This is an optimization exercise on Yosys and OpenROAD, whose aim is small area, a short achievable clock period and few clock cycles per item, not a production implementation.
In this exercise RTL edits were held to simulation tests only and were not proved equivalent to the original.
Power is estimated from default activity; no workload was simulated.

### design.v
module mp_cache_data_array #(
    parameter NUM_WMASKS = 32,
    parameter DATA_WIDTH = 256,
    parameter ADDR_WIDTH = 4
) (
    input  logic                  clk0,
    input  logic                  csb0,     
    input  logic                  web0,     
    input  logic [NUM_WMASKS-1:0] wmask0,
    input  logic [ADDR_WIDTH-1:0] addr0,
    input  logic [DATA_WIDTH-1:0] din0,
    output logic [DATA_WIDTH-1:0] dout0
);
  localparam RAM_DEPTH = 1 << ADDR_WIDTH;
  logic [DATA_WIDTH-1:0] mem[RAM_DEPTH];
  logic                  web0_reg;
  logic [NUM_WMASKS-1:0] wmask0_reg;
  logic [ADDR_WIDTH-1:0] addr0_reg;
  logic [DATA_WIDTH-1:0] din0_reg;
  always_ff @(posedge clk0) begin
    if (!csb0) begin
      web0_reg   <= web0;
      wmask0_reg <= wmask0;
      addr0_reg  <= addr0;
      din0_reg   <= din0;
    end
  end
  logic [DATA_WIDTH-1:0] bitmask;
  always_comb begin
    for (integer i = 0; i < NUM_WMASKS; i++) bitmask[i*8+:8] = {8{wmask0_reg[i]}};
  end
  always_ff @(posedge clk0) begin
    if (!web0_reg) mem[addr0_reg] <= (mem[addr0_reg] & ~bitmask) | (din0_reg & bitmask);
  end
  assign dout0 = mem[addr0_reg];
endmodule
module mp_cache_tag_array #(
    parameter DATA_WIDTH = 23,
    parameter ADDR_WIDTH = 4
) (
    input  logic                  clk0,
    input  logic                  csb0,     
    input  logic                  web0,     
    input  logic [ADDR_WIDTH-1:0] addr0,
    input  logic [DATA_WIDTH-1:0] din0,
    output logic [DATA_WIDTH-1:0] dout0
);
  localparam RAM_DEPTH = 1 << ADDR_WIDTH;
  logic [DATA_WIDTH-1:0] mem[RAM_DEPTH];
  logic                  web0_reg;
  logic [ADDR_WIDTH-1:0] addr0_reg;
  logic [DATA_WIDTH-1:0] din0_reg;
  always_ff @(posedge clk0) begin
    if (!csb0) begin
      web0_reg  <= web0;
      addr0_reg <= addr0;
      din0_reg  <= din0;
    end
  end
  always_ff @(posedge clk0) begin
    if (!web0_reg) mem[addr0_reg] <= din0_reg;
  end
  assign dout0 = mem[addr0_reg];
endmodule
module sp_ff_array #(
            parameter               S_INDEX     = 4,
            parameter               WIDTH       = 1
)(
    input   logic                   clk0,
    input   logic                   rst0,
    input   logic                   csb0,
    input   logic                   web0,
    input   logic   [S_INDEX-1:0]   addr0,
    input   logic   [WIDTH-1:0]     din0,
    output  logic   [WIDTH-1:0]     dout0
);
            localparam              NUM_SETS    = 2**S_INDEX;
            logic                   web0_reg;
            logic   [S_INDEX-1:0]   addr0_reg;
            logic   [WIDTH-1:0]     din0_reg;
            logic   [WIDTH-1:0]     internal_array [NUM_SETS];
    always_ff @(posedge clk0) begin
        if (rst0) begin
            web0_reg  <= 1'b1;
            addr0_reg <= 'x;
            din0_reg  <= 'x;
        end else begin
            if (!csb0) begin
                web0_reg  <= web0;
                addr0_reg <= addr0;
                din0_reg  <= din0;
            end
        end
    end
    always_ff @(posedge clk0) begin
        if (rst0) begin
            for (integer i = 0; i < NUM_SETS; i++) begin
                internal_array[i] <= '0;
            end
        end else begin
            if (!web0_reg) begin
                internal_array[addr0_reg] <= din0_reg;
            end
        end
    end
    always_comb begin
        dout0 = internal_array[addr0_reg];
    end
endmodule : sp_ff_array
module cache (
    input logic clk,
    input logic rst,
    input  logic [ 31:0] ufp_addr,
    input  logic [  3:0] ufp_rmask,
    input  logic [  3:0] ufp_wmask,
    output logic [255:0] ufp_rdata,
    input  logic [ 31:0] ufp_wdata,
    output logic         ufp_resp,
    output logic [ 31:0] dfp_addr,
    output logic         dfp_read,
    output logic         dfp_write,
    input  logic [255:0] dfp_rdata,
    output logic [255:0] dfp_wdata,
    input  logic         dfp_resp,
    input  logic [ 31:0] dfp_raddr
);
  localparam int L = 16;   
  logic [255:0] data_q [L];
  logic [ 24:0] tag_q  [L];
  logic [L-1:0] valid_q;
  logic [L-1:0] dirty_q;
  logic [  2:0] plru_q [4];
  logic         idle_q;   
  logic         resp_q;   
  logic         wr_q;   
  logic         wb_q;   
  logic         rd_q;   
  logic [L-1:0] sel_q;   
  logic [L-1:0] vline_q;   
  logic [  1:0] vway_q;   
  logic [ 26:0] maddr_q;   
  logic        req;
  logic        start;
  logic        is_wr;
  logic [24:0] tag;
  logic [ 1:0] set;
  logic [ 2:0] word;
  assign req   = (ufp_rmask != 4'b0) || (ufp_wmask != 4'b0);
  assign start = idle_q && req;
  assign is_wr = (ufp_wmask != 4'b0);
  assign tag   = ufp_addr[31:7];
  assign set   = ufp_addr[6:5];
  assign word  = ufp_addr[4:2];
  logic [L-1:0] set_dec;
  logic [L-1:0] line_hit;
  logic         hit;
  logic [ 1:0] hit_way;
  always_comb begin
    for (int l = 0; l < L; l++) begin
      set_dec[l]  = (set == l[3:2]);
      line_hit[l] = set_dec[l] && valid_q[l] && (tag_q[l] == tag);
    end
    hit = |line_hit;
    hit_way = 2'd0;
    for (int l = 0; l < L; l++) if (line_hit[l]) hit_way = l[1:0];
  end
  logic [2:0] plru;
  logic [1:0] victim;
  logic [L-1:0] victim_line;
  logic [24:0] victim_tag;
  logic victim_dirty;   
  always_comb begin
    plru = plru_q[set];
    casez (plru)
      3'b0?0:  victim = 2'd3;
      3'b1?0:  victim = 2'd2;
      3'b?01:  victim = 2'd1;
      default: victim = 2'd0;
    endcase
    for (int l = 0; l < L; l++) victim_line[l] = set_dec[l] && (victim == l[1:0]);
    victim_tag   = tag_q[{set, victim}];
    victim_dirty = valid_q[{set, victim}] && dirty_q[{set, victim}];
  end
  logic fill;   
  logic wb_done;   
  assign fill    = rd_q && dfp_resp;
  assign wb_done = wb_q && dfp_resp;
  always_ff @(posedge clk) begin
    if (rst) begin
      idle_q <= 1'b1;
      resp_q <= 1'b0;
      wr_q   <= 1'b0;
      wb_q   <= 1'b0;
      rd_q   <= 1'b0;
    end else if (start) begin
      idle_q <= 1'b0;
      resp_q <= hit;
      wr_q   <= hit && is_wr;
      wb_q   <= !hit && victim_dirty;
      rd_q   <= !hit && !victim_dirty;
    end else begin
      if (resp_q || fill) idle_q <= 1'b1;
      resp_q <= 1'b0;
      wr_q   <= 1'b0;
      if (wb_q && dfp_resp) begin
        wb_q <= 1'b0;
        rd_q <= 1'b1;
      end
      if (fill) rd_q <= 1'b0;
    end
  end
  always_ff @(posedge clk) begin
    if (start) begin
      vline_q <= victim_line;
      vway_q  <= victim;
      maddr_q <= (!hit && victim_dirty) ? {victim_tag, set} : ufp_addr[31:5];
    end else if (wb_done) begin
      maddr_q <= ufp_addr[31:5];
    end
  end
  always_ff @(posedge clk) begin
    if (start || wb_done) sel_q <= sel_d;
  end
  assign dfp_read  = rd_q;
  assign dfp_write = wb_q;
  assign dfp_addr  = {maddr_q, 5'b0};
  assign ufp_resp  = resp_q || fill;
  logic [L-1:0] sel_d;
  logic         rd_d;
  assign sel_d = start ? (hit ? line_hit : (victim_dirty ? victim_line : '0))
                       : (wb_done ? '0 : sel_q);
  assign rd_d  = start ? (!hit && !victim_dirty) : wb_done || (rd_q && !dfp_resp);
  for (genvar k = 0; k < 8; k++) begin : slices
    out_slice #(
        .W(32)
    ) slice (
        .clk     (clk),
        .rst     (rst),
        .sel_d   (sel_d),
        .rd_d    (rd_d),
        .din     ({data_q[15][k*32+:32], data_q[14][k*32+:32], data_q[13][k*32+:32],
                   data_q[12][k*32+:32], data_q[11][k*32+:32], data_q[10][k*32+:32],
                   data_q[9][k*32+:32], data_q[8][k*32+:32], data_q[7][k*32+:32],
                   data_q[6][k*32+:32], data_q[5][k*32+:32], data_q[4][k*32+:32],
                   data_q[3][k*32+:32], data_q[2][k*32+:32], data_q[1][k*32+:32],
                   data_q[0][k*32+:32]}),
        .mem_data(dfp_rdata[k*32+:32]),
        .dout_u  (ufp_rdata[k*32+:32]),
        .dout_d  (dfp_wdata[k*32+:32])
    );
  end
  logic [ 31:0] byte_wr;   
  logic [255:0] new_line;
  logic         hit_now;   
  assign hit_now = start && hit;
  always_comb begin
    for (int b = 0; b < 32; b++) begin
      byte_wr[b] = is_wr && (word == b[4:2]) && ufp_wmask[b%4];
      new_line[b*8+:8] = byte_wr[b] ? ufp_wdata[(b%4)*8+:8] : dfp_rdata[b*8+:8];
    end
  end
  for (genvar l = 0; l < L; l++) begin : lines
    logic line_fill;
    logic line_wr;
    assign line_fill = rd_q && vline_q[l];
    assign line_wr   = wr_q && sel_q[l];
    for (genvar b = 0; b < 32; b++) begin : bytes
      always_ff @(posedge clk) begin
        if (line_fill || (line_wr && byte_wr[b])) data_q[l][b*8+:8] <= new_line[b*8+:8];
      end
    end
    always_ff @(posedge clk) begin
      if (line_fill) tag_q[l] <= tag;
    end
    always_ff @(posedge clk) begin
      if (rst) begin
        valid_q[l] <= 1'b0;
        dirty_q[l] <= 1'b0;
      end else begin
        if (line_fill) valid_q[l] <= 1'b1;
        if (line_fill || line_wr) dirty_q[l] <= is_wr;
      end
    end
  end
  logic       plru_upd;
  logic [1:0] use_way;
  assign plru_upd = start;
  assign use_way  = hit ? hit_way : victim;
  for (genvar s = 0; s < 4; s++) begin : sets
    always_ff @(posedge clk) begin
      if (rst) plru_q[s] <= 3'b000;
      else if (plru_upd && set == s) begin
        case (use_way)
          2'd0: plru_q[s] <= {plru_q[s][2], 2'b00};
          2'd1: plru_q[s] <= {plru_q[s][2], 2'b10};
          2'd2: plru_q[s] <= {1'b0, plru_q[s][1], 1'b1};
          default: plru_q[s] <= {1'b1, plru_q[s][1], 1'b1};
        endcase
      end
    end
  end
endmodule
module line_mux #(
    parameter int N = 2,
    parameter int W = 1
) (
    input  logic [  N-1:0] sel,
    input  logic [N*W-1:0] din,
    output logic [  W-1:0] dout
);
  always_comb begin
    dout = '0;
    for (int i = 0; i < N; i++) dout = dout | (din[i*W+:W] & {W{sel[i]}});
  end
endmodule
module out_slice #(
    parameter int W = 32
) (
    input  logic            clk,
    input  logic            rst,
    input  logic [    15:0] sel_d,
    input  logic            rd_d,
    input  logic [16*W-1:0] din,
    input  logic [   W-1:0] mem_data,
    output logic [   W-1:0] dout_u,
    output logic [   W-1:0] dout_d
);
  logic [15:0] sel_q;
  logic        rd_q;
  logic [W-1:0] stored;
  always_ff @(posedge clk) begin
    sel_q <= sel_d;
  end
  always_ff @(posedge clk) begin
    if (rst) rd_q <= 1'b0;
    else rd_q <= rd_d;
  end
  line_mux #(
      .N(16),
      .W(W)
  ) mux (
      .sel (sel_q),
      .din (din),
      .dout(stored)
  );
  or_and #(
      .W(W)
  ) last_u (
      .a   (stored),
      .b   (mem_data),
      .bsel(rd_q),
      .y   (dout_u)
  );
  or_and #(
      .W(W)
  ) last_d (
      .a   (stored),
      .b   (mem_data),
      .bsel(rd_q),
      .y   (dout_d)
  );
endmodule
module or_and #(
    parameter int W = 1
) (
    input  logic [W-1:0] a,
    input  logic [W-1:0] b,
    input  logic         bsel,
    output logic [W-1:0] y
);
  assign y = a | (b & {W{bsel}});
endmodule
### flow/run.sh
#!/bin/bash
set -euo pipefail
cd "$(dirname "$0")/.."
groups=""
for i in $(seq 0 255); do
  groups+="-group_pins {dfp_rdata[$i] ufp_rdata[$i] dfp_wdata[$i]} "
done
bash standard.sh \
  SETUP_SLACK_MARGIN=6.5 \
  "BUFFER_PORTS_ARGS=-buffer_cell sky130_fd_sc_hd__buf_2" \
  "PLACE_PINS_ARGS=$groups" \
  finish > standard.log 2>&1
### standard.sh
#!/bin/bash
# synth_recipe.tcl (not shown) runs the flow's synth.tcl, then flattens the netlist and writes it again
# the make line also repeats each setting of config.mk as NAME=value (left out here)
make -C /OpenROAD-flow-scripts/flow DESIGN_CONFIG=/design/flow/config.mk WORK_HOME=/design/flow/orfs CLKGATE_MAP_FILE= SYNTH_SCRIPT=/design/flow/synth_recipe.tcl "${@:-finish}"
### config.mk
export PLATFORM = sky130hd
export DESIGN_NAME = cache
export DESIGN_NICKNAME = cache
export VERILOG_FILES = /design/flow/design.v
export SDC_FILE = /design/flow/constraint.sdc
export NUM_CORES = 4
export LEC_CHECK = 0
export CAP_MARGIN = 25
export CELL_PAD_IN_SITES_DETAIL_PLACEMENT = 1
export CELL_PAD_IN_SITES_GLOBAL_PLACEMENT = 2
export CORE_MARGIN = 2
export CORE_UTILIZATION = 35
export CTS_CLUSTER_DIAMETER = 80
export CTS_CLUSTER_SIZE = 20
export SETUP_SLACK_MARGIN = 5
export SLEW_MARGIN = 25
export SYNTH_HIERARCHICAL = 1
export SYNTH_MEMORY_MAX_BITS = 65536
export TNS_END_PERCENT = 100
### constraint.sdc
create_clock -name core_clock -period 12.0 [get_ports {clk}]
set_input_delay 2.4000 -clock core_clock [delete_from_list [all_inputs] [get_ports {clk}]]
set_output_delay 2.4000 -clock core_clock [all_outputs]
set_load 0.01 [all_outputs]
==> metrics.md, run 1 <==
| Metric | Value |
|---|---|
| HPWL after detailed placement | 470.9 mm |
| Worst-path cell chain | buf_2 > buf_4 > xnor2_1 > nand4_1 > nor4_1 > nand4_1 > nand4_1 > nor4_4 > nor3b_4 > buf_8 > a221o_4 > buf_4 |
| Clock Pin Slew Worst Setup and Hold Paths | about 90 ps |
| Multi-input gate area | 40,080 µm² |
| R2R cell count | 7 |
| Crit Path Class | input pin to register |
| Critical Path End | sel_q[13]$_DFFE_PP_ |
| Crit path time final | 5556 ps |
| Clock Skew | between 90 and 100 ps |
| Synth-to-Final Area Change | 12.21% |
| Register share of total power | between 50% and 60% |
| WL per Instance | 39.15 µm |
| Slew HR | 22.88% |
| Sw frac | a little over a quarter |
| Vias | 113,111 |
| CP dominant cell by count | nand4_1 |
| Synth Area in Compound Gates | 14.57% |
| Final Hold Viols | 0 |
| Worst R2R End | data_q[12][53]$_DFFE_PP_ |
| RePlAce Congestion | 0.9004 |
| Die area | 531,600 µm² |
| Setup tns final | 0 ps |
| DRC violation count after routing | 0 |
| CTS tree | yes |
| R2r setup slk | 7070 ps |
| Number of routed nets with antenna violations | 0 |
| Vias in the first global route | about 110k |
| Worst-Margin Slew | 1157 ps |
| Levels on crit path | 12 |
| Setup-failing EPs final | 0 |
| Post-Synth XOR/XNOR Area | 1.908% |
| Max clock buf depth | 4 |
| # fillers | between 50,000 and 60,000 |
| Core area | 524,200 µm² |
| Netlist Area Pre-Place | roughly 180,000 µm² |
| Ys flop type | edfxtp_1 |
| Crit path launch | ufp_addr[25] |
| CP required | 12,720 ps |
| Hold Slack | 482.3 ps |
| Comb power frac | a little over an eighth |
| Cell count after synthesis | 10,428 |
| Pin count of the biggest net entering global routing | 65 |
| Top delay family on crit path | simple AND/OR/NAND/NOR gates |
| Clk Latency, worst-skew pair | 990 ps |
| EDFF count, synth | 4,555 |
| Reg2Reg Launch Point | rd_q$_SDFFE_PP0P_ |
| Boundary pin count | 910 |
| HP Class | register to register |
| Maxcap violations | 0 |
| Number of cell rows | 266 |
| Buf+Inv Stages, Crit Path | 4 |
| Max frequency | between 150 and 200 MHz |
| Internal | roughly 25,000 µW |
| 1st-pass router iterations | 7 |
| Fraction of registers with async set/reset | 0% |
| Initial DRC count | approximately 14,000 |
| Cell Pwr Density | 162.7 nW/µm² |
| First-pass GRT wire length | 971.7 mm |
| Post-synth cell types | 64 |
| Layout cells sized above 1 | 20.52% |
| H-tree depth | 5 |
| Status | finished clean |
| Mux cell area share after synthesis | 1.853% |
| Global route overflow | 0 |
| CP Max Fanout | 37 |
| Die H | ~730 µm |
| Clock power share | 30.8% |
| RSZ-0062 raised after global routing | true |
| Die Width | 729.1 µm |
| Inserted Clock Buffers | 289 |
| Worst path max stage delay | 610 ps |
| Simple-Gate Fraction of Synth Area | 2.633% |
| LEAKAGE | 0.06553 µW |
| Crit-path slowest cell | nand4_1 |
| Final nets | 11,696 |
| P_sw | 8960 µW |
| Number of I/O port buffers | a little under 900 |
| CTS root buf | clkbuf_16 |
| Clock Sinks | 4,740 |
| Startpoint Class | input pin |
| Warnings, synthesis | 12 |
| Final Max Slew Viols | 0 |
| Avg Inst Size Synth | 17.65 µm² |
| Post-route clock period utilization | 46.30% |
| Register area share after synthesis | approximately three quarters |
| Endpoint class of the critical path | register |
| Adder-cell share of the synthesized area | 0% |
| Yosys reg bits | 4,740 |
| Reg area | 140,600 µm² |
| Largest family of logic cells by synthesized area | compound AO/OA/AOI/OAI gates |
| Final wirelength | 728.2 mm |
| GRT Overall Usage | between 20% and 30% |
| Initial antenna violation count | 99 |
| Worst VDD drop | 0.1057 mV |
| Starting Density | 35.11% |
| Drt via density | 6.081 |
| Critical Path AT | between 6000 and 7000 ps |
| Post-CTS Hold Fix Bufs | 0 |
-- cell usage in the layout, fill, tap and decap left out, drive strengths merged, types with 22 or more instances in the layout --
cell,n
diode,162
nor3,29
a22o,1025
nand2,61
nor4,62
xnor2,263
nor2,112
buf,1333
a21o,513
dfxtp,185
a221oi,1049
clkinv,28
nor2b,22
xor2,138
a221o,37
edfxtp,4555
o22ai,22
nand3,97
a222oi,28
clkbuf,377
mux2i,37
mux2,262
inv,66
a22oi,97
a21oi,557
nand4,384
-- what timing repair did --
item,CTS,global route
endpoints found under the hold margin,0,0
resized for setup,110,42
setup endpoints to repair,482,149
pin swaps,138,14
buffers inserted,129,15
-- how the worst min path moves through the flow --
| stage | cells past startpoint | from | to | slack (ps) |
|---|---|---|---|---|
| after CTS | 2 | dirty_q[15]$_SDFFE_PP0P_ | dirty_q[15]$_SDFFE_PP0P_ | 490 |
| after floorplan | 2 | dirty_q[6]$_SDFFE_PP0P_ | dirty_q[6]$_SDFFE_PP0P_ | 450 |
| after detailed placement | 2 | dirty_q[15]$_SDFFE_PP0P_ | dirty_q[15]$_SDFFE_PP0P_ | 470 |
| after global placement | 2 | dirty_q[15]$_SDFFE_PP0P_ | dirty_q[15]$_SDFFE_PP0P_ | 460 |
| after global routing | 2 | dirty_q[6]$_SDFFE_PP0P_ | dirty_q[6]$_SDFFE_PP0P_ | 530 |
| final | 2 | dirty_q[15]$_SDFFE_PP0P_ | dirty_q[15]$_SDFFE_PP0P_ | 480 |
-- sequential cells by signal, summed over array words and instances, names as in the netlist, 8 cells and up --
register / count
maddr_q: 27
data_q: 4096
vline_q: 16
plru_q: 12
slices.slice.sel_q: 128
sel_q: 16
slices.slice.rd_q: 8
dirty_q: 16
valid_q: 16
tag_q: 400
-- Yosys cell counts, types with 32 or more instances --
master / n / area share (%)
edfxtp_1: 4555 / 74
a221oi_1: 1033 / 4.9
a22o_1: 1009 / 4.8
a21oi_1: 557 / 1.5
a21o_1: 481 / 2.0
nand4_1: 384 / 1.3
clkbuf_1: 380 / 0.78
xnor2_1: 263 / 1.3
mux2_2: 262 / 1.6
buf_6: 243 / 1.5
dfxtp_1: 185 / 2.0
xor2_1: 138 / 0.66
nor2_1: 112 / 0.23
a22oi_1: 97 / 0.40
nand3_1: 97 / 0.26
nand2_1: 61 / 0.12
nor4_1: 60 / 0.20
buf_2: 49 / 0.13
buf_4: 46 / 0.19
inv_1: 43 / 0.088
a221o_1: 37 / 0.20
mux2i_1: 37 / 0.20
a21o_2: 32 / 0.15
-- logic make-up after synthesis --
kind of cell              Yosys count
AOI/OAI and AO/OA                3372
muxes                             303
DFF                              4740
other                               1
xor gates and xnor gates          401
and+or+nand+nor                   838
buffers and inverters             773
-- layout make-up --
type                       count  area share, %
antenna                      162         0.1963
clock buffer                 371          3.800
clock inverter                59         0.3187
inverter                      44        0.08240
multi-input combinational   4919          19.41
sequential                  4740          68.07
tap                         6968          4.222
timing repair buffer        1339          3.903
-- power groups by stage --
stage                     combinational (µW)  sequential [µW]  clock [µW]
after floorplan                         2170            19000           0
after global routing                    4690            18800       11000
after CTS                               4470            18700       10500
after global placement                  4200            19100           0
final                                   4500            18700       10400
after detailed placement                4290            19100           0
-- per-layer routing --
| metal | GRT usage [%] | share of wire (%) | up-vias |
|---|---|---|---|
| li1 | - | - | 45726 |
| met1 | 35.34 | 40 | 60511 |
| met2 | 43.25 | 48 | 5881 |
| met3 | 4.648 | 8.6 | 977 |
| met4 | 10.57 | 3.9 | 16 |
| met5 | 0 | 0.023 | - |
-- worst reg2reg max path, stage by stage, from the launching register on --
cell and delay [ps]:
dfxtp_2 640, nand2_4 720, inv_1 140, buf_4 290, a21oi_4 890, buf_4 660
buf_4 720, a21oi_1 450
-- stage by stage --
| step | cells | total power (µW) | worst slack [ps] | instance area [µm²] | utilization, % |
|---|---|---|---|---|---|
| 2_1_floorplan | 10432 | 21130 | 6527 | 184000 | - |
| 3_3_place_gp | 17847 | 23310 | 4564 | 195100 | 37.22 |
| 3_5_place_dp | 17854 | 23410 | 4519 | 195300 | 37.25 |
| 4_1_cts | 18413 | 33730 | 6497 | 205300 | 39.17 |
| 5_1_grt | 18478 | 34450 | 6470 | 206200 | 39.34 |
| 6_report | 18602 | 33600 | 6444 | 206500 | 39.39 |
Testbench counts, summed over its fixed seeds: cycles 83,163, requests 24,000.
==> run 2, diff against run 1 <==
--- a/config.mk
+++ b/config.mk
@@ -12,4 +12,2 @@
 export CORE_UTILIZATION = 35
-export CTS_CLUSTER_DIAMETER = 80
-export CTS_CLUSTER_SIZE = 20
 export SETUP_SLACK_MARGIN = 5
==> metrics.md, run 2 <==
| Metric | Value |
|---|---|
| Max frequency | 180.9 MHz (was 180.0 MHz) |
| Synth-to-Final Area Change | 16.72% (was 12.21%) |
| HP Class | register to register (unchanged) |
| Slew HR | 18.59% (was 22.88%) |
| Hold path start | dirty_q[15]$_SDFFE_PP0P_ (unchanged) |
| Cell Pwr Density | 181.2 nW/µm² (was 162.7 nW/µm²) |
| Starting Density | 35.11% (unchanged) |
| Setup tns final | 0 ps (unchanged) |
| Clock Sinks | 4,740 (unchanged) |
| Top sig layer | met5 (unchanged) |
| Internal | 28,870 µW (was 24,640 µW) |
| Placed Area | 195,300 µm² (unchanged) |
| Initial antenna violation count | 102 (was 99) |
| WL met3 | 63.70 mm (was 62.75 mm) |
| 1st-pass router iterations | 9 (was 7) |
| Startpoint Class | register (was input pin) |
| Crit path launch | slices[2].slice.sel_q[7]$_DFF_P_ (was ufp_addr[25]) |
| CP required | 9600 ps (was 12,720 ps) |
| Number of I/O port buffers | 870 (unchanged) |
| WL per Instance | 38.50 µm (was 39.15 µm) |
| CTS tree | yes (unchanged) |
| Post-route clock period utilization | 46.07% (was 46.30%) |
| Worst path max stage delay | 730 ps (was 610 ps) |
| Die H | 729.1 µm (unchanged) |
| Crit path time final | 5528 ps (was 5556 ps) |
| Max clock buf depth | 4 (unchanged) |
| Pin count of the biggest net entering global routing | 65 (unchanged) |
| Layout cells sized above 1 | 23.19% (was 20.52%) |
| H-tree depth | 6 (was 5) |
| Final wirelength | 734.8 mm (was 728.2 mm) |
| Met2 routed WL | 347.9 mm (was 348.3 mm) |
| Yosys reg bits | 4,740 (unchanged) |
| Worst VDD drop | 0.1582 mV (was 0.1057 mV) |
| Post-synth cell types | 64 (unchanged) |
| Most common cell after layout, fill and taps aside | edfxtp_1 (unchanged) |
| CP Max Fanout | 32 (was 37) |
| Largest register FFs | 4,096 (unchanged) |
| Die area | 531,600 µm² (unchanged) |
| Drt via density | 6.000 (was 6.081) |
| Post-CTS Hold Fix Bufs | 0 (unchanged) |
| Cell count after synthesis | 10,428 (unchanged) |
| Maxcap violations | 0 (unchanged) |
| Number of routed nets with antenna violations | 0 (unchanged) |
| Clock power share | 40.1% (was 30.8%) |
| Endpoint class of the critical path | primary output (was register) |
| Post-route design area | 214,800 µm² (was 206,500 µm²) |
| GRT Overall Usage | 26.81% (was 26.55%) |
| P_sw | 10,040 µW (was 8960 µW) |
| Crit-path slowest cell | a221oi_1 (was nand4_1) |
| Area leader, netlist | edfxtp_1 (unchanged) |
| CTS root buf | clkbuf_16 (unchanged) |
| Final Hold Viols | 0 (unchanged) |
| Comb power frac | 11.7% (was 13.4%) |
| DRC violation count after routing | 0 (unchanged) |
| Inserted Clock Buffers | 519 (was 289) |
| Final nets | 11,945 (was 11,696) |
| Count leader, synth | edfxtp_1 (unchanged) |
| Boundary pin count | 910 (unchanged) |
| Clock Pin Slew Worst Setup and Hold Paths | 60 ps (was 90 ps) |
| Largest regs | data_q x4096, tag_q x400, slices.slice.sel_q x128 (unchanged) |
| Ys flop type | edfxtp_1 (unchanged) |
| Vias in the first global route | 115,130 (was 112,196) |
| Top cell type's share of synthesized area | 74.33% (unchanged) |
| Crit Path Class | register to primary output (was input pin to register) |
| Avg Inst Size Synth | 17.65 µm² (unchanged) |
| Register share of total power | 48.3% (was 55.8%) |
| Number of cell rows | 266 (unchanged) |
| Synth area leaders | edfxtp_1 74%, a221oi_1 4.9%, a22o_1 4.8% (unchanged) |
| Worst-path cell chain | a221oi_1 > nand4_1 > buf_4 > a21o_1 > buf_2 (was buf_2 > buf_4 > xnor2_1 > nand4_1 > nor4_1 > nand4_1 > nand4_1 > nor4_4 > nor3b_4 > buf_8 > a221o_4 > buf_4) |
| Final Max Slew Viols | 0 (unchanged) |
| Worst-Margin Slew | 1221 ps (was 1157 ps) |
| Sw frac | 25.80% (was 26.67%) |
| Reg2Reg Launch Point | rd_q$_SDFFE_PP0P_ (unchanged) |
| RSZ-0062 raised after global routing | true (unchanged) |
| RePlAce Congestion | 0.9004 (unchanged) |
| M1 WL | 290.5 mm (was 288.4 mm) |
| Netlist Area Pre-Place | 184,000 µm² (unchanged) |
| Top reg by flops | data_q (unchanged) |
| # fillers | 50,924 (was 51,341) |
| Most frequent cells in the layout | 4,555 x edfxtp_1, 1,009 x a22o_1, 889 x a221oi_1, 871 x buf_2, 536 x clkbuf_16 (was 4,555 x edfxtp_1, 1,009 x a22o_1, 936 x a221oi_1, 871 x buf_2, 480 x a21o_1) |
| Setup-failing EPs final | 0 (unchanged) |
| Util after Layout | 40.98% (was 39.39%) |
| Register area share after synthesis | 76.34% (unchanged) |
| Status | finished clean (unchanged) |
| Warnings, synthesis | 12 (unchanged) |
| LEAKAGE | 0.06961 µW (was 0.06553 µW) |
| Post-synth top cells | 4,555 x edfxtp_1, 1,033 x a221oi_1, 1,009 x a22o_1 (unchanged) |
| Fraction of registers with async set/reset | 0% (unchanged) |
| Die Width | 729.1 µm (unchanged) |
| First-pass GRT wire length | 982.4 mm (was 971.7 mm) |
| Global route overflow | 0 (unchanged) |
| EDFF count, synth | 4,555 (unchanged) |
| Clk Latency, worst-skew pair | 1070 ps (was 990 ps) |
| HPWL after detailed placement | 470.9 mm (unchanged) |
| Core area | 524,200 µm² (unchanged) |
| Critical Path AT | 3130 ps (was 6280 ps) |
| Vias | 114,521 (was 113,111) |
| Initial DRC count | 14,429 (was 14,289) |
| Clock Skew | 72.22 ps (was 95.54 ps) |
run 2: cell types whose count changed in the layout (fill, tap and decap cells not counted), sizes merged:
cell,change
buf,+19
clkbuf,+300
bufinv,+25
clkinv,+154
clkinvlp,+8
diode,-28
inv,+6
run 2: stage by stage:
| stage | power (µW) | std cells | setup slack (ps) | hold WS, ps |
|---|---|---|---|---|
| after floorplan | 21130 | 10432 | 6527 | 446.7 |
| after global placement | 23310 | 17847 | 4564 | 460.2 |
| after detailed placement | 23410 | 17854 | 4519 | 465.6 |
| after CTS | 39070 | 18926 | 6392 | 479.4 |
| after global routing | 39890 | 19011 | 6432 | 519.1 |
| final | 38910 | 19086 | 6472 | 476.0 |
run 2: repair_timing:
action | 4_1_cts | 5_1_grt
resized for setup | 153 | 66
pin swaps | 157 | 11
endpoints found under the setup margin | 554 | 184
setup buffers | 149 | 15
run 2: power groups by stage:
stage	sequential, µW	clock, µW	combinational [µW]
after floorplan	19000	0	2170
after global placement	19100	0	4200
after detailed placement	19100	0	4290
after CTS	18800	15800	4510
after global routing	18800	16400	4730
final	18800	15600	4540
run 2: path summary, 6_finish.rpt:
check	end	slack, ps	cells past startpoint
max	ufp_rdata[91]	6470	5
min	dirty_q[15]$_SDFFE_PP0P_	480	2
max reg2reg	data_q[12][73]$_DFFE_PP_	7130	7
min reg2reg	dirty_q[15]$_SDFFE_PP0P_	480	2
run 2: area by class of cell:
type	instances	area, µm²	area share, %
sequential	4740	140600	65.44
timing repair buffer	1358	8247	3.839
clock inverter	252	2276	1.060
antenna	134	335.3	0.1561
multi-input combinational	4919	40400	18.81
inverter	44	170.2	0.07922
tap	6968	8718	4.059
clock buffer	671	14080	6.555
run 2: routing by layer:
metal / global-route usage, % / up-vias
li1: - / 46527
met4: 11.64 / 26
met3: 4.874 / 1132
met1: 35.43 / 60898
met5: 0 / -
met2: 43.35 / 5938
run 2: cells by family after synthesis:
group	count (synthesis)	share of synthesized area [%]
other cells	1	0.002038
flops	4740	76.34
buf+inv	773	2.695
xor+xnor	401	1.908
simple gates	838	2.633
compound gates	3372	14.57
mux	303	1.853
run 2: worst max-delay path, delay by kind of cell, from the launching register on:
| family | cells | cell delay [ps] |
|---|---|---|
| compound gates | 2 | 890 |
| buf+inv | 2 | 360 |
| flops | 1 | 620 |
| simple gates | 1 | 180 |
==> run 3, diff against run 2 <==
==> run.sh (new file) <==
#!/bin/bash
# synth_recipe.tcl (not shown) runs the flow's synth.tcl, then flattens the netlist and writes it again
# the make line also repeats each setting of config.mk as NAME=value (left out here)
make -C /OpenROAD-flow-scripts/flow DESIGN_CONFIG=/design/flow/config.mk WORK_HOME=/design/flow/orfs CLKGATE_MAP_FILE= SYNTH_SCRIPT=/design/flow/synth_recipe.tcl finish
--- a/config.mk
+++ b/config.mk
@@ -7,3 +7,3 @@
 export LEC_CHECK = 0
-export CAP_MARGIN = 25
+export CAP_MARGIN = 40
 export CELL_PAD_IN_SITES_DETAIL_PLACEMENT = 1
@@ -13,3 +13,3 @@
 export SETUP_SLACK_MARGIN = 5
-export SLEW_MARGIN = 25
+export SLEW_MARGIN = 40
 export SYNTH_HIERARCHICAL = 1
removed: flow/run.sh
removed: standard.sh
==> metrics.md, run 3 <==
| Metric | Value |
|---|---|
| Status | finished clean (unchanged) |
| Count leader, synth | edfxtp_1 (unchanged) |
| Reg2Reg Launch Point | tag_q[14][2]$_DFFE_PP_ (was rd_q$_SDFFE_PP0P_) |
| Vias in the first global route | 113,341 (was 115,130) |
| Pin count of the biggest net entering global routing | 65 (unchanged) |
| Worst R2R End | sel_q[15]$_DFFE_PP_ (was data_q[12][73]$_DFFE_PP_) |
| Most common cell after layout, fill and taps aside | edfxtp_1 (unchanged) |
| Synth-to-Final Area Change | 19.01% (was 16.72%) |
| EDFF count, synth | 4,555 (unchanged) |
| CP Max Fanout | 4 (was 32) |
| Buf+Inv Stages, Crit Path | 2 (unchanged) |
| Core area | 524,200 µm² (unchanged) |
| Final Hold Viols | 0 (unchanged) |
| Crit path launch | dfp_resp (was slices[2].slice.sel_q[7]$_DFF_P_) |
| Warnings, synthesis | 12 (unchanged) |
| Routing usage on met3 | 4.703% (was 4.874%) |
| Startpoint Class | input pin (was register) |
| Crit path time final | 6826 ps (was 5528 ps) |
| Post-CTS Hold Fix Bufs | 0 (unchanged) |
| Synth area leaders | edfxtp_1 74%, a221oi_1 4.9%, a22o_1 4.8% (unchanged) |
| Starting Density | 35.11% (unchanged) |
| Final wirelength | 728.8 mm (was 734.8 mm) |
| Max clock buf depth | 4 (unchanged) |
| Levels on crit path | 3 (was 5) |
| Post-synth top cells | 4,555 x edfxtp_1, 1,033 x a221oi_1, 1,009 x a22o_1 (unchanged) |
| DRC violation count after routing | 0 (unchanged) |
| H-tree depth | 6 (unchanged) |
| Critical Path AT | 4430 ps (was 3130 ps) |
| Avg Inst Size Synth | 17.65 µm² (unchanged) |
| CTS tree | yes (unchanged) |
| Fraction of registers with async set/reset | 0% (unchanged) |
| Top reg by flops | data_q (unchanged) |
| Netlist Area Pre-Place | 184,000 µm² (unchanged) |
| R2R cell count | 8 (was 7) |
| Clk Latency, worst-skew pair | 1070 ps (about the same) |
| Post-synth cell types | 64 (unchanged) |
| Yosys reg bits | 4,740 (unchanged) |
| CTS root buf | clkbuf_16 (unchanged) |
| Cell Pwr Density | 181.4 nW/µm² (was 181.2 nW/µm²) |
| Cell count after synthesis | 10,428 (unchanged) |
| HP Class | register to register (unchanged) |
| Most Crowded Layer GR | met2 (unchanged) |
| Most frequent cells in the layout | 4,555 x edfxtp_1, 1,031 x a221oi_1, 1,009 x a22o_1, 812 x clkdlybuf4s50_1, 546 x clkbuf_16 (was 4,555 x edfxtp_1, 1,009 x a22o_1, 889 x a221oi_1, 871 x buf_2, 536 x clkbuf_16) |
| Clock Pin Slew Worst Setup and Hold Paths | 60 ps (about the same) |
| GRT Overall Usage | 26.61% (was 26.81%) |
| RSZ-0062 raised after global routing | false (was true) |
| Register area share after synthesis | 76.34% (unchanged) |
| Crit Path Class | input pin to primary output (was register to primary output) |
| CP dominant cell by count | clkdlybuf4s50_1 |
| Crit-path slowest cell | clkdlybuf4s50_1 (was a221oi_1) |
| Setup tns final | 0 ps (unchanged) |
| Initial antenna violation count | 84 (was 102) |
| Inserted Clock Buffers | 527 (was 519) |
| Worst VDD drop | 0.1555 mV (was 0.1582 mV) |
| Vias | 113,711 (was 114,521) |
| Clock Skew | 96.69 ps (was 72.22 ps) |
| HPWL after detailed placement | 475.7 mm (was 470.9 mm) |
| Max frequency | 146.5 MHz (was 180.9 MHz) |
| Die Width | 729.1 µm (unchanged) |
| Final nets | 11,802 (was 11,945) |
| Drt via density | 6.009 (was 6.000) |
| Top delay family on crit path | buffers and inverters (was compound AO/OA/AOI/OAI gates) |
| Top cell type's share of synthesized area | 74.33% (unchanged) |
| Initial DRC count | 13,492 (was 14,429) |
| Final cell count without fillers | 18,922 (was 19,086) |
| Post-route clock period utilization | 56.89% (was 46.07%) |
| Global route overflow | 0 (unchanged) |
| Worst path max stage delay | 910 ps (was 730 ps) |
| Number of I/O port buffers | 870 (unchanged) |
| CP required | 9600 ps (about the same) |
| 1st-pass router iterations | 6 (was 9) |
| Placed Area | 200,800 µm² (was 195,300 µm²) |
| Area leader, netlist | edfxtp_1 (unchanged) |
| R2r setup slk | 7190 ps (was 7130 ps) |
| Maxcap violations | 0 (unchanged) |
| Post-CTS Setup Bufs | 0 (was 149) |
| Worst-Margin Slew | 984.6 ps (was 1221 ps) |
| Met2 usage | 42.90% (was 43.35%) |
| First-pass GRT wire length | 976.7 mm (was 982.4 mm) |
| # fillers | 50,426 (was 50,924) |
| Layout cells sized above 1 | 17.36% (was 23.19%) |
| Placed Cells incl. Taps | 17,875 (was 17,854) |
| Met1 usage | 35.44% (was 35.43%) |
| RePlAce Congestion | 0.8904 (was 0.9004) |
| PostCTS Resize Cnt | 0 (was 153) |
| Final Max Slew Viols | 0 (unchanged) |
| Worst-path cell chain | clkdlybuf4s50_1 > a21o_1 > clkdlybuf4s50_1 (was a221oi_1 > nand4_1 > buf_4 > a21o_1 > buf_2) |
| WL per Instance | 38.51 µm (was 38.50 µm) |
| Largest regs | data_q x4096, tag_q x400, slices.slice.sel_q x128 (unchanged) |
| Die H | 729.1 µm (unchanged) |
| Slew HR | 34.36% (was 18.59%) |
| Post-route design area | 219,000 µm² (was 214,800 µm²) |
| Number of routed nets with antenna violations | 0 (unchanged) |
| Ys flop type | edfxtp_1 (unchanged) |
| LEAKAGE | 0.06924 µW (was 0.06961 µW) |
| Boundary pin count | 910 (unchanged) |
| Critical Path End | ufp_resp (was ufp_rdata[91]) |
| Largest register FFs | 4,096 (unchanged) |
| Endpoint class of the critical path | primary output (unchanged) |
| Util after Layout | 41.78% (was 40.98%) |
| Number of cell rows | 266 (unchanged) |
| Setup-failing EPs final | 0 (unchanged) |
| Clock Sinks | 4,740 (unchanged) |
| Die area | 531,600 µm² (unchanged) |
## run 3: changes by cell type in the layout (fill, tap and decap cells not counted), sizes merged
cell	change
buf	-957
clkbuf	+19
clkinv	-4
inv	-4
clkdlybuf4s50	+812
bufinv	+15
diode	-41
clkinvlp	-4
## run 3: final cells by class
cell class                      instances  area (µm²)  share of cell area, %
Timing Repair Buffer                 1207       11250                  5.135
Antenna cell                           93       232.7                 0.1063
Inverter                               44       166.4                0.07598
Multi-Input combinational cell       4919       40980                  18.71
Sequential cell                      4740      140600                  64.19
Tap cell                             6968        8718                  3.981
Clock inverter                        255        2674                  1.221
Clock buffer                          696       14420                  6.583
## run 3: worst min-delay path by stage
stage | start | endpoint | slack [ps] | depth (start not counted)
2_1_floorplan | dirty_q[6]$_SDFFE_PP0P_ | dirty_q[6]$_SDFFE_PP0P_ | 450 | 2
4_1_cts | dirty_q[4]$_SDFFE_PP0P_ | dirty_q[4]$_SDFFE_PP0P_ | 490 | 2
5_1_grt | plru_q[2][1]$_SDFFE_PP0P_ | plru_q[2][1]$_SDFFE_PP0P_ | 520 | 2
6_report | dirty_q[4]$_SDFFE_PP0P_ | dirty_q[4]$_SDFFE_PP0P_ | 490 | 2
3_3_place_gp | dirty_q[15]$_SDFFE_PP0P_ | dirty_q[15]$_SDFFE_PP0P_ | 470 | 2
3_5_place_dp | dirty_q[4]$_SDFFE_PP0P_ | dirty_q[4]$_SDFFE_PP0P_ | 480 | 2
## run 3: stage by stage
step                      setup slack [ps]  hold slack [ps]  power, µW
after floorplan                       6254            446.7      21130
after global placement                4393            467.3      23770
after detailed placement              4437            478.2      23900
after CTS                             5315            492.0      39920
after global routing                  5260            523.2      40710
final                                 5174            489.4      39720
## run 3: routing by layer
layer	vias up	part of all wire, %
met5	-	0.020
met4	20	4.5
met3	1030	8.2
met2	5729	47
met1	60662	40
li1	46270	-
## run 3: cell families after synthesis
group | after synthesis | share of synthesized area [%]
XOR/XNOR | 401 | 1.908
other | 1 | 0.002038
AND/OR/NAND/NOR | 838 | 2.633
buffers and inverters | 773 | 2.695
multiplexers | 303 | 1.853
AO/OA/AOI/OAI | 3372 | 14.57
flip-flops | 4740 | 76.34
## run 3: tightest hold or removal path, stage by stage (launching register included)
cell and delay (ps):
dfxtp_1 320, a21oi_1 60, nor2_1 70
## run 3: power breakdown
group	leakage [µW]	total [µW]	internal, µW	switching, µW
Combinational	0.0182	4850	1720	3130
Clock	0.00832	16100	9420	6730
Sequential	0.0427	18700	18500	226
==> run 4, diff against run 3 <==
--- a/design.v
+++ b/design.v
@@ -232,5 +232,5 @@
   assign rd_d  = start ? (!hit && !victim_dirty) : wb_done || (rd_q && !dfp_resp);
-  for (genvar k = 0; k < 8; k++) begin : slices
+  for (genvar k = 0; k < 16; k++) begin : slices
     out_slice #(
-        .W(32)
+        .W(16)
     ) slice (
@@ -240,11 +240,11 @@
         .rd_d    (rd_d),
-        .din     ({data_q[15][k*32+:32], data_q[14][k*32+:32], data_q[13][k*32+:32],
-                   data_q[12][k*32+:32], data_q[11][k*32+:32], data_q[10][k*32+:32],
-                   data_q[9][k*32+:32], data_q[8][k*32+:32], data_q[7][k*32+:32],
-                   data_q[6][k*32+:32], data_q[5][k*32+:32], data_q[4][k*32+:32],
-                   data_q[3][k*32+:32], data_q[2][k*32+:32], data_q[1][k*32+:32],
-                   data_q[0][k*32+:32]}),
-        .mem_data(dfp_rdata[k*32+:32]),
-        .dout_u  (ufp_rdata[k*32+:32]),
-        .dout_d  (dfp_wdata[k*32+:32])
+        .din     ({data_q[15][k*16+:16], data_q[14][k*16+:16], data_q[13][k*16+:16],
+                   data_q[12][k*16+:16], data_q[11][k*16+:16], data_q[10][k*16+:16],
+                   data_q[9][k*16+:16], data_q[8][k*16+:16], data_q[7][k*16+:16],
+                   data_q[6][k*16+:16], data_q[5][k*16+:16], data_q[4][k*16+:16],
+                   data_q[3][k*16+:16], data_q[2][k*16+:16], data_q[1][k*16+:16],
+                   data_q[0][k*16+:16]}),
+        .mem_data(dfp_rdata[k*16+:16]),
+        .dout_u  (ufp_rdata[k*16+:16]),
+        .dout_d  (dfp_wdata[k*16+:16])
     );
==> flow/run.sh (new file) <==
#!/bin/bash
set -euo pipefail
cd "$(dirname "$0")/.."
groups=""
for i in $(seq 0 255); do
  groups+="-group_pins {dfp_rdata[$i] ufp_rdata[$i] dfp_wdata[$i]} "
done
bash standard.sh \
  SETUP_SLACK_MARGIN=6.6 \
  "BUFFER_PORTS_ARGS=-buffer_cell sky130_fd_sc_hd__buf_2" \
  "PLACE_PINS_ARGS=$groups" \
  finish > standard.log 2>&1
==> standard.sh (new file) <==
#!/bin/bash
# synth_recipe.tcl (not shown) runs the flow's synth.tcl, then flattens the netlist and writes it again
# the make line also repeats each setting of config.mk as NAME=value (left out here)
make -C /OpenROAD-flow-scripts/flow DESIGN_CONFIG=/design/flow/config.mk WORK_HOME=/design/flow/orfs CLKGATE_MAP_FILE= SYNTH_SCRIPT=/design/flow/synth_recipe.tcl "${@:-finish}"
--- a/config.mk
+++ b/config.mk
@@ -7,3 +7,3 @@
 export LEC_CHECK = 0
-export CAP_MARGIN = 40
+export CAP_MARGIN = 25
 export CELL_PAD_IN_SITES_DETAIL_PLACEMENT = 1
@@ -11,5 +11,7 @@
 export CORE_MARGIN = 2
-export CORE_UTILIZATION = 35
+export CORE_UTILIZATION = 50
+export CTS_CLUSTER_DIAMETER = 80
+export CTS_CLUSTER_SIZE = 20
 export SETUP_SLACK_MARGIN = 5
-export SLEW_MARGIN = 40
+export SLEW_MARGIN = 25
 export SYNTH_HIERARCHICAL = 1
removed: run.sh
==> metrics.md, run 4 <==
| Metric | Value |
|---|---|
| Hold path start | dirty_q[1]$_SDFFE_PP0P_ (was dirty_q[4]$_SDFFE_PP0P_) |
| Setup tns final | 0 ps (unchanged) |
| Worst-Margin Slew | 1130 ps (was 984.6 ps) |
| Clock power share | 30.6% (was 40.6%) |
| Comb power frac | 11.9% (was 12.2%) |
| Crit Path Class | input pin to register (was input pin to primary output) |
| Top delay family on crit path | simple AND/OR/NAND/NOR gates (was buffers and inverters) |
| Die Width | 617.6 µm (was 729.1 µm) |
| Largest regs | data_q x4096, tag_q x400, slices.slice.sel_q x256 (was data_q x4096, tag_q x400, slices.slice.sel_q x128) |
| Final wirelength | 674.5 mm (was 728.8 mm) |
| Warnings, synthesis | 12 (unchanged) |
| Top reg by flops | data_q (unchanged) |
| Drt via density | 6.795 (was 6.009) |
| Worst R2R End | data_q[11][211]$_DFFE_PP_ (was sel_q[15]$_DFFE_PP_) |
| Boundary pin count | 910 (unchanged) |
| Reg2Reg Launch Point | rd_q$_SDFFE_PP0P_ (was tag_q[14][2]$_DFFE_PP_) |
| Avg Inst Size Synth | 17.57 µm² (was 17.65 µm²) |
| Critical Path AT | 6160 ps (was 4430 ps) |
| Netlist Area Pre-Place | 188,200 µm² (was 184,000 µm²) |
| Global route overflow | 0 (unchanged) |
| Pin count of the biggest net entering global routing | 45 (was 65) |
| Die H | 617.6 µm (was 729.1 µm) |
| R2R cell count | 7 (was 8) |
| Ys flop type | edfxtp_1 (unchanged) |
| Clock Skew | 45.68 ps (was 96.69 ps) |
| LEAKAGE | 0.06603 µW (was 0.06924 µW) |
| Post-synth top cells | 4,555 x edfxtp_1, 1,033 x a221oi_1, 1,025 x a22o_1 (was 4,555 x edfxtp_1, 1,033 x a221oi_1, 1,009 x a22o_1) |
| EDFF count, synth | 4,555 (unchanged) |
| Slew HR | 24.67% (was 34.36%) |
| Final Max Slew Viols | 0 (unchanged) |
| Register share of total power | 57.5% (was 47.2%) |
| Area leader, netlist | edfxtp_1 (unchanged) |
| R2r setup slk | 7710 ps (was 7190 ps) |
| Vias in the first global route | 110,960 (was 113,341) |
| Core area | 375,300 µm² (was 524,200 µm²) |
| H-tree depth | 5 (was 6) |
| Cell count after synthesis | 10,716 (was 10,428) |
| Max clock buf depth | 4 (unchanged) |
| Post-route clock period utilization | 46.12% (was 56.89%) |
| RePlAce Congestion | 0.9207 (was 0.8904) |
| Inserted Clock Buffers | 288 (was 527) |
| Crit path time final | 5535 ps (was 6826 ps) |
| WHS Endpoint | dirty_q[1]$_SDFFE_PP0P_ (was dirty_q[4]$_SDFFE_PP0P_) |
| Fraction of registers with async set/reset | 0% (unchanged) |
| Crit path launch | ufp_addr[9] (was dfp_resp) |
| Number of cell rows | 225 (was 266) |
| Clock Sinks | 4,876 (was 4,740) |
| Register area share after synthesis | 76.08% (was 76.34%) |
| Cell Pwr Density | 164.5 nW/µm² (was 181.4 nW/µm²) |
| HPWL after detailed placement | 440.0 mm (was 475.7 mm) |
| Post-synth cell types | 64 (unchanged) |
| DRC violation count after routing | 0 (unchanged) |
| Number of routed nets with antenna violations | 2 (was 0) |
| Clock Pin Slew Worst Setup and Hold Paths | 90 ps (was 60 ps) |
| Vias | 113,482 (was 113,711) |
| Largest register FFs | 4,096 (unchanged) |
| P_sw | 8803 µW (was 10,080 µW) |
| Yosys reg bits | 4,876 (was 4,740) |
| Worst hold stages | 2 (unchanged) |
| Final nets | 11,690 (was 11,802) |
| WL per Instance | 40.38 µm (was 38.51 µm) |
| CTS root buf | clkbuf_16 (unchanged) |
| 1st-pass router iterations | 6 (unchanged) |
| Worst VDD drop | 0.1115 mV (was 0.1555 mV) |
| CP Max Fanout | 33 (was 4) |
| GRT Overall Usage | 34.69% (was 26.61%) |
| Most common cell after layout, fill and taps aside | edfxtp_1 (unchanged) |
| Worst-path cell chain | buf_2 > buf_6 > xnor2_2 > nor4b_1 > nand3_1 > or4_1 > nand4_1 > nor4_4 > nor3b_4 > buf_4 > a221o_4 > buf_4 (was clkdlybuf4s50_1 > a21o_1 > clkdlybuf4s50_1) |
| Final WS setup | 6465 ps (was 5174 ps) |
| Die area | 381,400 µm² (was 531,600 µm²) |
| Most frequent cells in the layout | 4,555 x edfxtp_1, 1,025 x a22o_1, 901 x a221oi_1, 866 x buf_2, 502 x a21oi_1 (was 4,555 x edfxtp_1, 1,031 x a221oi_1, 1,009 x a22o_1, 812 x clkdlybuf4s50_1, 546 x clkbuf_16) |
| HP Class | register to register (unchanged) |
| CTS tree | yes (unchanged) |
| Starting Density | 50.16% (was 35.11%) |
| Post-Place Setup Slack | 4343 ps (was 4437 ps) |
| Top cell type's share of synthesized area | 72.67% (was 74.33%) |
| Sw frac | 25.92% (was 25.39%) |
| Buf+Inv Stages, Crit Path | 4 (was 2) |
| Synth area leaders | edfxtp_1 73%, a221oi_1 4.8%, a22o_1 4.8% (was edfxtp_1 74%, a221oi_1 4.9%, a22o_1 4.8%) |
| Internal | 25,160 µW (was 29,640 µW) |
| Max frequency | 180.7 MHz (was 146.5 MHz) |
| Endpoint class of the critical path | register (was primary output) |
| Final Hold Viols | 0 (unchanged) |
| CP dominant cell by count | buf_4 (was clkdlybuf4s50_1) |
| Crit-path slowest cell | or4_1 (was clkdlybuf4s50_1) |
| Initial DRC count | 15,146 (was 13,492) |
| Synth-to-Final Area Change | 9.666% (was 19.01%) |
| SO Viols | antenna rules |
| Setup-failing EPs final | 0 (unchanged) |
| Status | failed layout checks (was finished clean) |
| Number of I/O port buffers | 870 (unchanged) |
| Startpoint Class | input pin (unchanged) |
| CP required | 12,620 ps (was 9600 ps) |
| Maxcap violations | 0 (unchanged) |
| Count leader, synth | edfxtp_1 (unchanged) |
| First-pass GRT wire length | 917.1 mm (was 976.7 mm) |
| Clk Latency, worst-skew pair | 970 ps (was 1070 ps) |
| RSZ-0062 raised after global routing | true (was false) |
| Initial antenna violation count | 95 (was 84) |
| Layout cells sized above 1 | 20.24% (was 17.36%) |
| Worst path max stage delay | 680 ps (was 910 ps) |
run 4: cell count changes in the layout (fill, tap and decap cells not counted), moves of 130 or more:
| cell | change |
|---|---|
| buf_2 | +803 |
| clkbuf_16 | -243 |
| a21o_1 | -161 |
| a221oi_2 | +130 |
| a21oi_2 | -440 |
| a21oi_1 | +439 |
| clkdlybuf4s50_1 | -812 |
| a221oi_1 | -130 |
| a21o_2 | +160 |
run 4: area by class of cell:
class	count	area, µm²
timing repair buffer	1190	7242
antenna	158	395.4
multi-input combinational	4927	40520
clock inverter	30	305.3
inverter	44	170.2
sequential	4876	143300
clock buffer	483	8258
fill	33637	168800
tap	4994	6248
run 4: per-stage QoR:
| step | area [µm²] | total power (µW) | hold slack (ps) | cells | utilization, % |
|---|---|---|---|---|---|
| floorplan | 188300 | 21720 | 446.7 | 10720 | - |
| global placement | 194800 | 23610 | 467.5 | 15893 | 51.90 |
| detailed placement | 194900 | 23710 | 480.9 | 15896 | 51.93 |
| CTS | 205400 | 33960 | 504.0 | 16530 | 54.73 |
| global route | 206100 | 34770 | 525.9 | 16580 | 54.93 |
| finish | 206400 | 33960 | 504.8 | 16702 | 55.01 |
run 4: worst register-to-register path, delay by kind of cell, from the launching register on:
| kind | cells | cell delay, ps |
|---|---|---|
| buf+inv | 4 | 1640 |
| simple gates | 1 | 700 |
| compound gates | 2 | 1100 |
| flops | 1 | 450 |
run 4: worst max-delay path by stage:
stage,cells after the start,slack [ps],endpoint
final,12,6470,sel_q[10]$_DFFE_PP_
after global routing,12,6530,sel_q[10]$_DFFE_PP_
after CTS,12,6540,sel_q[10]$_DFFE_PP_
after detailed placement,9,4340,sel_q[10]$_DFFE_PP_
after global placement,10,4390,sel_q[10]$_DFFE_PP_
after floorplan,9,6630,sel_q[0]$_DFFE_PP_
run 4: power groups by stage:
stage | clock, µW | combinational (µW) | sequential, µW
finish | 10400 | 4030 | 19500
CTS | 10500 | 3970 | 19500
global placement | 0 | 3740 | 19900
detailed placement | 0 | 3810 | 19900
floorplan | 0 | 2290 | 19400
global route | 11000 | 4180 | 19600
run 4: logic make-up (layout without fill, tap and decap cells):
kind of cell    Yosys count  count (layout)  share of synthesized area [%]
flops                  4876            4876                          76.08
compound gates         3372            3372                          14.34
buf+inv                 917            1747                          3.268
simple gates            846             846                          2.632
xor+xnor                401             401                          1.866
mux                     303             303                          1.812
other cells               1             163                       0.001992
run 4: repair_timing:
item / in CTS / in global routing
pin swaps: 95 / 8
gates resized for setup: 145 / 92
setup buffers: 121 / 10
hold buffers: 0 / 0
setup endpoints to repair: 674 / 230
run 4: routing by layer:
metal	vias up	global-route usage, %	share of wire, %
met5	-	0	0.011
met4	10	13.66	3.9
met3	915	6.775	9.4
met2	6355	55.18	48
met1	60256	47.30	39
li1	45946	-	-
Testbench counts of run 4, summed over its fixed seeds: cycles 83,163, requests 24,000.
==> run 5, diff against run 4 <==
--- a/config.mk
+++ b/config.mk
@@ -11,5 +11,5 @@
 export CORE_MARGIN = 2
-export CORE_UTILIZATION = 50
-export CTS_CLUSTER_DIAMETER = 80
-export CTS_CLUSTER_SIZE = 20
+export CORE_UTILIZATION = 55
+export CTS_CLUSTER_DIAMETER = 90
+export CTS_CLUSTER_SIZE = 24
 export SETUP_SLACK_MARGIN = 5
==> metrics.md, run 5 <==
| Metric | Value |
|---|---|
| WL per Instance | 41.08 µm (was 40.38 µm) |
| Ys flop type | edfxtp_1 (unchanged) |
| Largest register FFs | 4,096 (unchanged) |
| Drt via density | 7.134 (was 6.795) |
| Warnings, synthesis | 12 (unchanged) |
| Final wirelength | 664.3 mm (was 674.5 mm) |
| Number of routed nets with antenna violations | 0 (was 2) |
| R2r setup slk | 7230 ps (was 7710 ps) |
| Reg area | 143,300 µm² (about the same) |
| Synth-to-Final Area Change | 8.230% (was 9.666%) |
| Die Width | 589.0 µm (was 617.6 µm) |
| Clock Skew | 50.96 ps (was 45.68 ps) |
| LEAKAGE | 0.06504 µW (was 0.06603 µW) |
| Reg2Reg Launch Point | rd_q$_SDFFE_PP0P_ (unchanged) |
| Initial antenna violation count | 84 (was 95) |
| Max clock buf depth | 4 (unchanged) |
| Cell Pwr Density | 159.9 nW/µm² (was 164.5 nW/µm²) |
| Initial DRC count | 17,353 (was 15,146) |
| Endpoint class of the critical path | register (unchanged) |
| RePlAce Congestion | 0.9547 (was 0.9207) |
| Die area | 346,900 µm² (was 381,400 µm²) |
| Die H | 589.0 µm (was 617.6 µm) |
| Fraction of registers with async set/reset | 0% (unchanged) |
| Post-synth top cells | 4,555 x edfxtp_1, 1,033 x a221oi_1, 1,025 x a22o_1 (unchanged) |
| Post-synth cell types | 64 (unchanged) |
| Inserted Clock Buffers | 228 (was 288) |
| Slew HR | 19.04% (was 24.67%) |
| Worst VDD drop | 0.1584 mV (was 0.1115 mV) |
| Clock Pin Slew Worst Setup and Hold Paths | 100 ps (was 90 ps) |
| Area leader, netlist | edfxtp_1 (unchanged) |
| Final nets | 11,628 (was 11,690) |
| Status | finished clean (was failed layout checks) |
| Hold path start | dirty_q[12]$_SDFFE_PP0P_ (was dirty_q[1]$_SDFFE_PP0P_) |
| Setup-failing EPs final | 0 (unchanged) |
| Placed Cells incl. Taps | 15,446 (was 15,896) |
| H-tree depth | 4 (was 5) |
| Clock Sinks | 4,876 (unchanged) |
| Final Max Slew Viols | 0 (unchanged) |
| Core area | 340,300 µm² (was 375,300 µm²) |
| Post-CTS Hold Fix Bufs | 0 (unchanged) |
| GRT Overall Usage | 37.55% (was 34.69%) |
| Pin count of the biggest net entering global routing | 51 (was 45) |
| Layout cells sized above 1 | 19.86% (was 20.24%) |
| Top reg by flops | data_q (unchanged) |
| Vias | 115,351 (was 113,482) |
| DRC violation count after routing | 0 (unchanged) |
| Crit Path Class | input pin to register (unchanged) |
| Final cell count without fillers | 16,170 (was 16,702) |
| Cell count after synthesis | 10,716 (unchanged) |
| Count leader, synth | edfxtp_1 (unchanged) |
| Clk Latency, worst-skew pair | 1020 ps (was 970 ps) |
| Final Hold Viols | 0 (unchanged) |
| # fillers | 29,888 (was 33,637) |
| Number of cell rows | 214 (was 225) |
| EDFF count, synth | 4,555 (unchanged) |
| Top cell type's share of synthesized area | 72.67% (unchanged) |
| Crit path time final | 5516 ps (was 5535 ps) |
| CP Max Fanout | 20 (was 33) |
| Worst-Margin Slew | 1214 ps (was 1130 ps) |
| Yosys reg bits | 4,876 (unchanged) |
| Boundary pin count | 910 (unchanged) |
| Number of I/O port buffers | 870 (unchanged) |
| R2R cell count | 7 (unchanged) |
| Multi-input gate area | 40,370 µm² (was 40,520 µm²) |
| First-pass GRT wire length | 904.7 mm (was 917.1 mm) |
| Synth area leaders | edfxtp_1 73%, a221oi_1 4.8%, a22o_1 4.8% (unchanged) |
| HPWL after detailed placement | 434.4 mm (was 440.0 mm) |
| 1st-pass router iterations | 8 (was 6) |
| Most Crowded Layer GR | met2 (unchanged) |
| Avg Inst Size Synth | 17.57 µm² (unchanged) |
| Post-route clock period utilization | 45.97% (was 46.12%) |
| CP required | 12,720 ps (was 12,620 ps) |
| Setup tns final | 0 ps (unchanged) |
| WHS Endpoint | dirty_q[12]$_SDFFE_PP0P_ (was dirty_q[1]$_SDFFE_PP0P_) |
| Routing usage on met3 | 7.797% (was 6.775%) |
| Register area share after synthesis | 76.08% (unchanged) |
| Vias in the first global route | 111,802 (was 110,960) |
| Global route overflow | 0 (unchanged) |
| CTS root buf | clkbuf_16 (unchanged) |
| Most common cell after layout, fill and taps aside | edfxtp_1 (unchanged) |
| Worst R2R End | data_q[0][91]$_DFFE_PP_ (was data_q[11][211]$_DFFE_PP_) |
| Most frequent cells in the layout | 4,555 x edfxtp_1, 1,025 x a22o_1, 911 x a221oi_1, 866 x buf_2, 511 x a21oi_1 (was 4,555 x edfxtp_1, 1,025 x a22o_1, 901 x a221oi_1, 866 x buf_2, 502 x a21oi_1) |
| RSZ-0062 raised after global routing | true (unchanged) |
| Worst hold stages | 2 (unchanged) |
| Largest regs | data_q x4096, tag_q x400, slices.slice.sel_q x256 (unchanged) |
| HP Class | register to register (unchanged) |
| Maxcap violations | 0 (unchanged) |
| Met1 usage | 52.48% (was 47.30%) |
| Netlist Area Pre-Place | 188,200 µm² (unchanged) |
| Critical Path AT | 6240 ps (was 6160 ps) |
| Met2 usage | 57.18% (was 55.18%) |
| Max frequency | 181.3 MHz (was 180.7 MHz) |
| CTS tree | yes (unchanged) |
| Starting Density | 55.31% (was 50.16%) |
| Startpoint Class | input pin (unchanged) |
run 5: report_power, final:
part	total, µW	leakage (µW)	switching (µW)	internal, µW
clock network	9010	0.00316	5300	3710
logic	4020	0.0180	2630	1380
registers	19500	0.0438	581	19000
total	32600	0.0650	8520	24100
run 5: per-layer routing:
layer	wire length (µm)	share of wire [%]
met1	251600	38
met2	304200	46
met3	76600	12
met4	31810	4.8
met5	116	0.017
run 5: cells by family after synthesis:
kind of cell	after synthesis	share of synthesized area (%)
other	1	0.001992
xor gates and xnor gates	401	1.866
and+or+nand+nor	846	2.632
muxes	303	1.812
DFF	4876	76.08
AOI/OAI and AO/OA	3372	14.34
buffers and inverters	917	3.268
run 5: worst max-delay path by stage:
stage	startpoint	to	slack (ps)	cells past startpoint
CTS	slices[14].slice.sel_q[4]$_DFF_P_	dfp_wdata[235]	6540	6
global route	slices[1].slice.sel_q[12]$_DFF_P_	dfp_wdata[18]	6560	4
global placement	ufp_addr[13]	sel_q[12]$_DFFE_PP_	4110	12
finish	ufp_addr[5]	maddr_q[8]$_DFFE_PP_	6480	9
detailed placement	ufp_addr[13]	sel_q[12]$_DFFE_PP_	4110	12
floorplan	ufp_addr[5]	sel_q[0]$_DFFE_PP_	6630	9
run 5: worst max-delay path, cell delays in order:
cell      delay (ps)
buf_4            360
mux4_2           810
nand2b_2         370
nor2_2           150
buf_4            300
a222oi_1         940
nand3_1          400
o22ai_1          340
mux2i_1          120
run 5: metrics by stage:
step	area [µm²]	setup WS (ps)	power (µW)	hold WS [ps]	util [%]
5_1_grt	203400	6556	33250	535.0	59.77
2_1_floorplan	188300	6632	21720	446.7	-
3_3_place_gp	194100	4106	23550	466.5	57.04
4_1_cts	202700	6542	32470	510.6	59.55
6_report	203700	6484	32570	511.4	59.86
3_5_place_dp	194300	4110	23670	486.1	57.11
run 5: cell type report:
| class | count | area share, % |
|---|---|---|
| Antenna cell | 179 | 0.2199 |
| Clock buffer | 399 | 3.173 |
| Clock inverter | 21 | 0.08967 |
| Inverter | 44 | 0.08353 |
| Multi-Input combinational cell | 4927 | 19.82 |
| Sequential cell | 4876 | 70.36 |
| Tap cell | 4536 | 2.786 |
| Timing Repair Buffer | 1188 | 3.474 |
run 5: timing repair:
action / CTS / global route
pin swaps: 102 / 8
endpoints found under the setup margin: 650 / 291
setup buffers: 112 / 9
gates resized for setup: 158 / 112

afterwards: timing with drivers on the ports:
How much do the figures lean on ideal ports? The routed layouts below were timed once more, with nothing changed but the port constraints. Step 1 sets driving cells, clkbuf_16 on the clock port and buf_2 on the other inputs (assumed; they add their load-dependent delay and slew). Step 2, shift: input delay + t, output delay - t, t = (earliest + latest rising clock arrival at the registers) / 2. This alone moves slack from input paths to output paths. Slacks: no drivers / after step 1 / after step 2; pairs: no drivers / after step 1.
run	shift t [ns]	slack for setup (ns)	latest minus earliest clock arrival (ns)
run 1	1.081	6.444 / 6.367 / 5.468	0.104 / 0.104
run 2	1.164	6.472 / 6.339 / 5.441	0.073 / 0.073
run 3	1.159	5.174 / 5.149 / 4.417	0.105 / 0.105
run 4	1.052	6.465 / 6.536 / 5.501	0.051 / 0.051
run 5	1.095	6.484 / 6.430 / 5.470	0.062 / 0.061
For run 2, which loses most, drivers alone change the setup slack by -0.133 ns; drivers and shift together by -1.031 ns.
